This design comes from an exercise in tuning for small area on the open sky130 flow, not from production work.
At most, simulation tests tie the RTL to the original design; equivalence was not proved.
No activity file was given, so power comes from the tool's default toggle rates.

Setup of west:
==> flow/design.v (excerpt) <==
module rpm_quad (
    input  wire         clk,
    input  wire         rstn,
    input  wire         enc0_a,
    input  wire         enc0_b,
    input  wire         enc1_a,
    input  wire         enc1_b,
    input  wire         enc2_a,
    input  wire         enc2_b,
    input  wire         enc3_a,
    input  wire         enc3_b,
    output wire         rpm0_valid_o,
    output wire [15:0]  rpm0_data_o,
    output wire         rpm1_valid_o,
    output wire [15:0]  rpm1_data_o,
    output wire         rpm2_valid_o,
    output wire [15:0]  rpm2_data_o,
    output wire         rpm3_valid_o,
    output wire [15:0]  rpm3_data_o
);
    reg started;
    always @(posedge clk or negedge rstn)
        if (!rstn) started <= 1'b0;
        else       started <= 1'b1;
    rpm_pair pair01 (
        .clk(clk), .rstn(rstn), .started(started),
        .enc0_a(enc0_a), .enc0_b(enc0_b), .enc1_a(enc1_a), .enc1_b(enc1_b),
        .rpm0_valid_o(rpm0_valid_o), .rpm0_data_o(rpm0_data_o),
        .rpm1_valid_o(rpm1_valid_o), .rpm1_data_o(rpm1_data_o)
    );
    rpm_pair pair23 (
        .clk(clk), .rstn(rstn), .started(started),
        .enc0_a(enc2_a), .enc0_b(enc2_b), .enc1_a(enc3_a), .enc1_b(enc3_b),
  ...
Settings: LEC_CHECK=0, ABC_AREA=1, CAP_MARGIN=20, CORE_MARGIN=2, CORE_UTILIZATION=65, CTS_BUF_LIST=sky130_fd_sc_hd__clkbuf_8, CTS_CLUSTER_DIAMETER=60, CTS_CLUSTER_SIZE=16, SLEW_MARGIN=20; clock period 120.0 ns.
standard.sh (not shown) runs the stock make flow with config.mk's settings and CLKGATE_MAP_FILE= SYNTH_SCRIPT=/design/flow/synth_recipe.tcl, a recipe that flattens the netlist after the stock synthesis.
==> flow/flow/run.sh <==
#!/bin/bash
# Own layout flow: the standard flow (standard.sh) with
#  - the area-oriented synthesis of flow/synth.tcl (no adder cells, ABC script flow/area.abc),
#  - the smallest buffer (buf_1) on every input and output port,
#  - clock tree synthesis without dummy loads.
# Each make run's full output goes to a log file in this folder.
set -euo pipefail
here=$(pwd)
export OWN_ABC_SCRIPT="$here/flow/area.abc"
export BUFFER_PORTS_ARGS="-buffer_cell sky130_fd_sc_hd__buf_1"
cts="-sink_clustering_enable -repair_clock_nets -dont_use_dummy_load"
for k in CTS_CLUSTER_SIZE:-sink_clustering_size CTS_CLUSTER_DIAMETER:-sink_clustering_max_diameter CTS_BUF_LIST:-buf_list; do
  v=$(sed -n "s/^export ${k%%:*} = //p" config.mk)
  if [[ -n "$v" ]]; then cts="$cts ${k#*:} $v"; fi
done
export CTS_ARGS="$cts"
sed "s|SYNTH_SCRIPT=[^ ]*|SYNTH_SCRIPT=$here/flow/synth.tcl|" standard.sh > own_standard.sh
grep -q "SYNTH_SCRIPT=$here/flow/synth.tcl" own_standard.sh
echo "CTS_ARGS=$CTS_ARGS" > own_flow.log
bash own_standard.sh finish > make_finish.log 2>&1
test -f out/final.def
==> flow/flow/area.abc <==
strash
dc2
dch -f
amap
strash
dch -f
amap
strash
dch -f
amap
topo
==> flow/flow/synth.tcl <==
proc synth {args} { yosys synth -nofsm -noshare {*}$args }
proc abc {args} {
  set i [lsearch -exact $args -script]
  if { $i >= 0 } { lset args [expr {$i + 1}] $::env(OWN_ABC_SCRIPT) }
  yosys abc {*}$args
}
proc extract_fa {args} {}
source $::env(SCRIPTS_DIR)/synth.tcl
# left out here: clear keep_hierarchy, flatten, clean up, hide names made inside functions, write 1_2_yosys.v
west reached the final stage; the timing, design-rule and antenna checks on its layout passed.
Modified inputs, east compared to west
- a change of SLEW_MARGIN from 20 to 10
- a change of CAP_MARGIN from 20 to 10
- an added GPL_TIMING_DRIVEN of 0
### Flow results
Part of the total power dissipated in sequential elements was lower in west than in east.
In the flow results for east and west, the total power consumption of the routed design is smaller on east.
On power in sequential cells, east and west are neck and neck.
Sort east and west by cell count asc -> top: east
Compare east and west | count of fill cells added during filler insertion lower: west
On east: share of total power in combinational logic is 0.7 points lower than what west gave.
Final layout net count came out lower on east than on west.
No functional check of the RTL was part of any run of this note.

---

The RTL this note starts from:
==> flow/design.v <==
module RPM_reader(
    input  wire        clk,
    input  wire        rstn,
    input  wire        started,       
    input  wire        enc_a,
    input  wire        enc_b,
    output wire        edge_a,        
    output wire        edge_b,        
    output reg  [19:0] counter_a,
    output reg  [16:0] counter_b,
    output reg  [16:0] counter_a_reg,
    output reg         counter_a_reg_big,
    output wire [16:0] counter_a_reg_d,       
    output wire        counter_a_reg_big_d,   
    output reg         fwd,           
    output wire        fwd_d,
    output wire        a_over,        
    output wire        a_full,        
    input  wire [15:0] reading,       
    output reg         rpm_valid_o,
    output reg  [15:0] rpm_data_o
);
    reg enc_a_reg1, enc_a_reg2, enc_a_reg3, current_enc_a;
    reg enc_b_reg1, enc_b_reg2, enc_b_reg3, current_enc_b;
    always @(posedge clk or negedge rstn) begin
        if (!rstn) begin
            enc_a_reg1 <= 1'b0; enc_a_reg2 <= 1'b0; enc_a_reg3 <= 1'b0; current_enc_a <= 1'b0;
            enc_b_reg1 <= 1'b0; enc_b_reg2 <= 1'b0; enc_b_reg3 <= 1'b0; current_enc_b <= 1'b0;
        end else begin
            enc_a_reg1 <= enc_a; enc_a_reg2 <= enc_a_reg1; enc_a_reg3 <= enc_a_reg2; current_enc_a <= enc_a_reg3;
            enc_b_reg1 <= enc_b; enc_b_reg2 <= enc_b_reg1; enc_b_reg3 <= enc_b_reg2; current_enc_b <= enc_b_reg3;
        end
    end
    assign edge_a = enc_a_reg3 & ~current_enc_a;
    assign edge_b = enc_b_reg3 & ~current_enc_b;
    assign a_over = &{counter_a[19], counter_a[16], counter_a[13], counter_a[10:6], counter_a[0]};
    assign a_full = &{counter_a[19], counter_a[16], counter_a[13], counter_a[10:6]};
    wire   b_over = &{counter_b[16:14], counter_b[12], counter_b[10], counter_b[7:6], counter_b[0]};
    genvar k;
    wire read = edge_b & ~edge_a;
    wire [20:0] ca_c;                   
    wire [17:0] cb_c;
    assign ca_c[0] = ~edge_b & ~a_over;
    assign cb_c[0] = ~edge_a & ~edge_b & ~b_over;
    generate
        for (k = 0; k < 20; k = k + 1) begin : inca
            assign ca_c[k+1] = ca_c[k] & counter_a[k];
        end
        for (k = 0; k < 17; k = k + 1) begin : incb
            assign cb_c[k+1] = cb_c[k] & counter_b[k];
        end
    endgenerate
    wire [19:0] ca_next = (counter_a ^ ca_c[19:0]) & {20{started & ~edge_a}} | {19'd0, ~started};
    wire [16:0] cb_next = (counter_b ^ cb_c[16:0]) & {17{started & ~read}} | {16'd0, ~started};
    wire        load_car = started & edge_a;
    wire        keep_car = started & ~edge_a;
    assign counter_a_reg_d     = (counter_a[16:0] & {17{load_car}}) | (counter_a_reg & {17{keep_car}});
    assign counter_a_reg_big_d = (|counter_a[19:17] & load_car) | (counter_a_reg_big & keep_car);
    wire [16:0] lt;
    assign lt[0] = 1'b0;
    generate
        for (k = 0; k < 16; k = k + 1) begin : cmp
            assign lt[k+1] = ca_next[k] ? (cb_next[k+1] & lt[k]) : (cb_next[k+1] | lt[k]);
        end
    endgenerate
    assign fwd_d = lt[16] & ~|ca_next[19:16];
    always @(posedge clk) begin
        counter_a <= ca_next;
        counter_b <= cb_next;
        counter_a_reg <= counter_a_reg_d;
        counter_a_reg_big <= counter_a_reg_big_d;
        fwd <= fwd_d;
    end
    always @(posedge clk or negedge rstn) begin
        if (!rstn) begin
            rpm_valid_o <= 1'b0;
            rpm_data_o <= 16'd0;
        end else begin
            rpm_valid_o <= read;
            if (read)
                rpm_data_o <= reading;
        end
    end
endmodule
module rpm_div(
    input  wire [17:0] div,
    output wire [15:0] quo
);
    wire [16:0] rem [0:17];
    assign rem[17] = 17'd120000;
    genvar i, j;
    generate
        for (i = 16; i >= 0; i = i - 1) begin : st
            wire          hi_zero = ~|div[17:17-i];
            wire [16-i:0] flip;
            wire [17-i:0] bw;
            assign bw[0] = 1'b0;
            for (j = 0; j <= 16-i; j = j + 1) begin : bt
                wire a = rem[i+1][i+j];
                wire b = div[j];
                assign flip[j] = b ^ bw[j];
                assign bw[j+1] = a ? (b & bw[j]) : (b | bw[j]);
            end
            wire ok = hi_zero & ~bw[17-i];
            if (i <= 15) begin : qb
                assign quo[i] = ok;
            end
            if (i > 0) begin : up
                assign rem[i] = {rem[i+1][16:i] ^ (flip & {(17-i){ok}}), rem[i+1][i-1:0]};
            end else begin : up
                assign rem[i] = rem[i+1] ^ (flip & {17{ok}});
            end
        end
    endgenerate
endmodule
module rpm_pair(
    input  wire        clk,
    input  wire        rstn,
    input  wire        started,
    input  wire        enc0_a,
    input  wire        enc0_b,
    input  wire        enc1_a,
    input  wire        enc1_b,
    output wire        rpm0_valid_o,
    output wire [15:0] rpm0_data_o,
    output wire        rpm1_valid_o,
    output wire [15:0] rpm1_data_o
);
    wire        ea0, eb0, ea1, eb1;
    wire [19:0] ca0, ca1;
    wire [16:0] cb0, cb1, car0, car1, car0_d, car1_d;
    wire        big0, big1, big0_d, big1_d;
    wire        fwd0, fwd1, fwd0_d, fwd1_d;
    wire        aov0, aov1, afull0, afull1;
    wire [15:0] reading0, reading1;
    RPM_reader ch0 (
        .clk(clk), .rstn(rstn), .started(started), .enc_a(enc0_a), .enc_b(enc0_b),
        .edge_a(ea0), .edge_b(eb0), .counter_a(ca0), .counter_b(cb0),
        .counter_a_reg(car0), .counter_a_reg_big(big0),
        .counter_a_reg_d(car0_d), .counter_a_reg_big_d(big0_d), .fwd(fwd0), .fwd_d(fwd0_d),
        .a_over(aov0), .a_full(afull0), .reading(reading0),
        .rpm_valid_o(rpm0_valid_o), .rpm_data_o(rpm0_data_o)
    );
    RPM_reader ch1 (
        .clk(clk), .rstn(rstn), .started(started), .enc_a(enc1_a), .enc_b(enc1_b),
        .edge_a(ea1), .edge_b(eb1), .counter_a(ca1), .counter_b(cb1),
        .counter_a_reg(car1), .counter_a_reg_big(big1),
        .counter_a_reg_d(car1_d), .counter_a_reg_big_d(big1_d), .fwd(fwd1), .fwd_d(fwd1_d),
        .a_over(aov1), .a_full(afull1), .reading(reading1),
        .rpm_valid_o(rpm1_valid_o), .rpm_data_o(rpm1_data_o)
    );
    wire        pred0 = ~eb1 & ~eb0;
    wire [16:0] opa = eb1 ? car1 : car0_d;
    wire        opa_big = eb1 ? big1 : big0_d;
    wire [16:0] opb = eb1 ? cb1 : cb0;
    wire        cin = pred0 & ~ea0;                  
    wire [17:0] div;
    wire [17:0] cy;
    assign cy[0] = cin;
    genvar k;
    generate
        for (k = 0; k < 17; k = k + 1) begin : add
            assign div[k]  = opa[k] ^ opb[k] ^ cy[k];
            assign cy[k+1] = (opa[k] & opb[k]) | ((opa[k] ^ opb[k]) & cy[k]);
        end
    endgenerate
    assign div[17] = cy[17];
    wire        aov = eb1 ? aov1 : (pred0 ? ~ea0 & afull0 : aov0);
    wire        fwd = eb1 ? fwd1 : (pred0 ? fwd0_d : fwd0);
    wire        zero = opa_big | aov | (div[16:0] == 17'd0);
    wire [15:0] mag;
    rpm_div u_div (.div({div[17] | zero, div[16:0]}), .quo(mag));
    wire [15:0] below;
    assign below[0] = 1'b0;
    generate
        for (k = 1; k < 16; k = k + 1) begin : ng
            assign below[k] = below[k-1] | mag[k-1];
        end
    endgenerate
    wire [15:0] reading = mag ^ (below & {16{~fwd}});
    reg [15:0] hold;
    always @(posedge clk)
        hold <= reading;
    assign reading1 = reading;
    assign reading0 = eb1 ? hold : reading;
endmodule
module rpm_quad (
    input  wire         clk,
    input  wire         rstn,
    input  wire         enc0_a,
    input  wire         enc0_b,
    input  wire         enc1_a,
    input  wire         enc1_b,
    input  wire         enc2_a,
    input  wire         enc2_b,
    input  wire         enc3_a,
    input  wire         enc3_b,
    output wire         rpm0_valid_o,
    output wire [15:0]  rpm0_data_o,
    output wire         rpm1_valid_o,
    output wire [15:0]  rpm1_data_o,
    output wire         rpm2_valid_o,
    output wire [15:0]  rpm2_data_o,
    output wire         rpm3_valid_o,
    output wire [15:0]  rpm3_data_o
);
    reg started;
    always @(posedge clk or negedge rstn)
        if (!rstn) started <= 1'b0;
        else       started <= 1'b1;
    rpm_pair pair01 (
        .clk(clk), .rstn(rstn), .started(started),
        .enc0_a(enc0_a), .enc0_b(enc0_b), .enc1_a(enc1_a), .enc1_b(enc1_b),
        .rpm0_valid_o(rpm0_valid_o), .rpm0_data_o(rpm0_data_o),
        .rpm1_valid_o(rpm1_valid_o), .rpm1_data_o(rpm1_data_o)
    );
    rpm_pair pair23 (
        .clk(clk), .rstn(rstn), .started(started),
        .enc0_a(enc2_a), .enc0_b(enc2_b), .enc1_a(enc3_a), .enc1_b(enc3_b),
        .rpm0_valid_o(rpm2_valid_o), .rpm0_data_o(rpm2_data_o),
        .rpm1_valid_o(rpm3_valid_o), .rpm1_data_o(rpm3_data_o)
    );
endmodule
Settings: LEC_CHECK=0, ABC_AREA=1, CAP_MARGIN=0, CORE_MARGIN=2, CORE_UTILIZATION=65, CTS_BUF_LIST=sky130_fd_sc_hd__clkbuf_8, CTS_CLUSTER_DIAMETER=60, CTS_CLUSTER_SIZE=18, GPL_TIMING_DRIVEN=0, SLEW_MARGIN=0; clock period 120.0 ns.
Scripts as last shown in full above: flow/flow/run.sh, flow/flow/area.abc, flow/flow/synth.tcl
Next try:
==> flow/flow/area.abc (replaced) <==
strash
dc2
dch -f
amap
strash
dch -f
amap
strash
dch -f
amap
strash
dch -f -p
amap
topo
Settings changed: CAP_MARGIN 0 to 5, CTS_BUF_LIST sky130_fd_sc_hd__clkbuf_8 to sky130_fd_sc_hd__clkbuf_4, CTS_CLUSTER_DIAMETER 60 to 40, CTS_CLUSTER_SIZE 18 to 9, SLEW_MARGIN 0 to 5.
=>
- The new run went through all stages and came out clean
- total power goes down by 4.3%
- sequential share of layout area grows by 0.31 points
- design area drops by about 0.9%
- clock skew came out lower by 0.0081 ns
Next try:
==> flow/flow/area.abc (replaced) <==
strash
dc2
dch -f
amap
strash
dch -f
amap
strash
dch -f
amap
topo
Settings changed: CAP_MARGIN 5 to 10, CTS_BUF_LIST sky130_fd_sc_hd__clkbuf_4 to sky130_fd_sc_hd__clkbuf_8, CTS_CLUSTER_DIAMETER 40 to 60, CTS_CLUSTER_SIZE 9 to 16, SLEW_MARGIN 5 to 10.
=> Die area climbs by 1.3%; final area went up by 1.2%; global-route usage goes down by 1.8 points; clock-buffer cell count fell by 21.
Next try:
==> flow/flow/area.abc (replaced) <==
strash
dc2
dch -f
amap
strash
dch -f
amap
strash
dch -f
amap
strash
dch -f -p
amap
topo
Settings changed: CAP_MARGIN 10 to 5, CORE_UTILIZATION 65 to 80, CTS_CLUSTER_SIZE 16 to 18, SLEW_MARGIN 10 to 5.
Wire length rose by 7.9%.
Register-to-register slack is about the same.
Synthesized cell count fell by 3.4%.
Final cell count fell by 5.7%.
Combinational power fell by about 8%.
First-iteration DRC count rose by 65%.
Maximum frequency stays flat.
Core utilization rose by 16 points.
Sequential power barely changes.

[separate check: timing with driven ports]
The results above use ideal ports. As a check the final layouts listed here were re-extracted and re-timed, cells and wires unchanged. Step 1 (the two cells are an assumption about what drives the block):
set clk [get_ports {clk}]
set_driving_cell -lib_cell sky130_fd_sc_hd__clkbuf_16 $clk
set_driving_cell -lib_cell sky130_fd_sc_hd__buf_2 [delete_from_list [all_inputs] $clk]
Step 2 times the ports against the registers' clock, not the clock port: input delays grow and output delays shrink by t, the midpoint of the rising clock arrivals with the driver on. Slacks: ideal ports / drivers / drivers and shift; pairs: ideal ports / drivers.
run	t, ns	setup WS [ns]	cell pins on the clock port's net
west	0.660	62.158 / 62.158 / 62.158	1
east	0.666	58.546 / 58.546 / 58.546	1
the first run of note 2	0.635	57.753 / 57.753 / 57.753	1
the second run of note 2	0.720	58.258 / 58.258 / 58.258	1
the third run of note 2	0.641	58.486 / 58.486 / 58.486	1
the fourth run of note 2	0.642	58.498 / 58.498 / 58.498	1
After both steps every run listed still meets setup and hold.
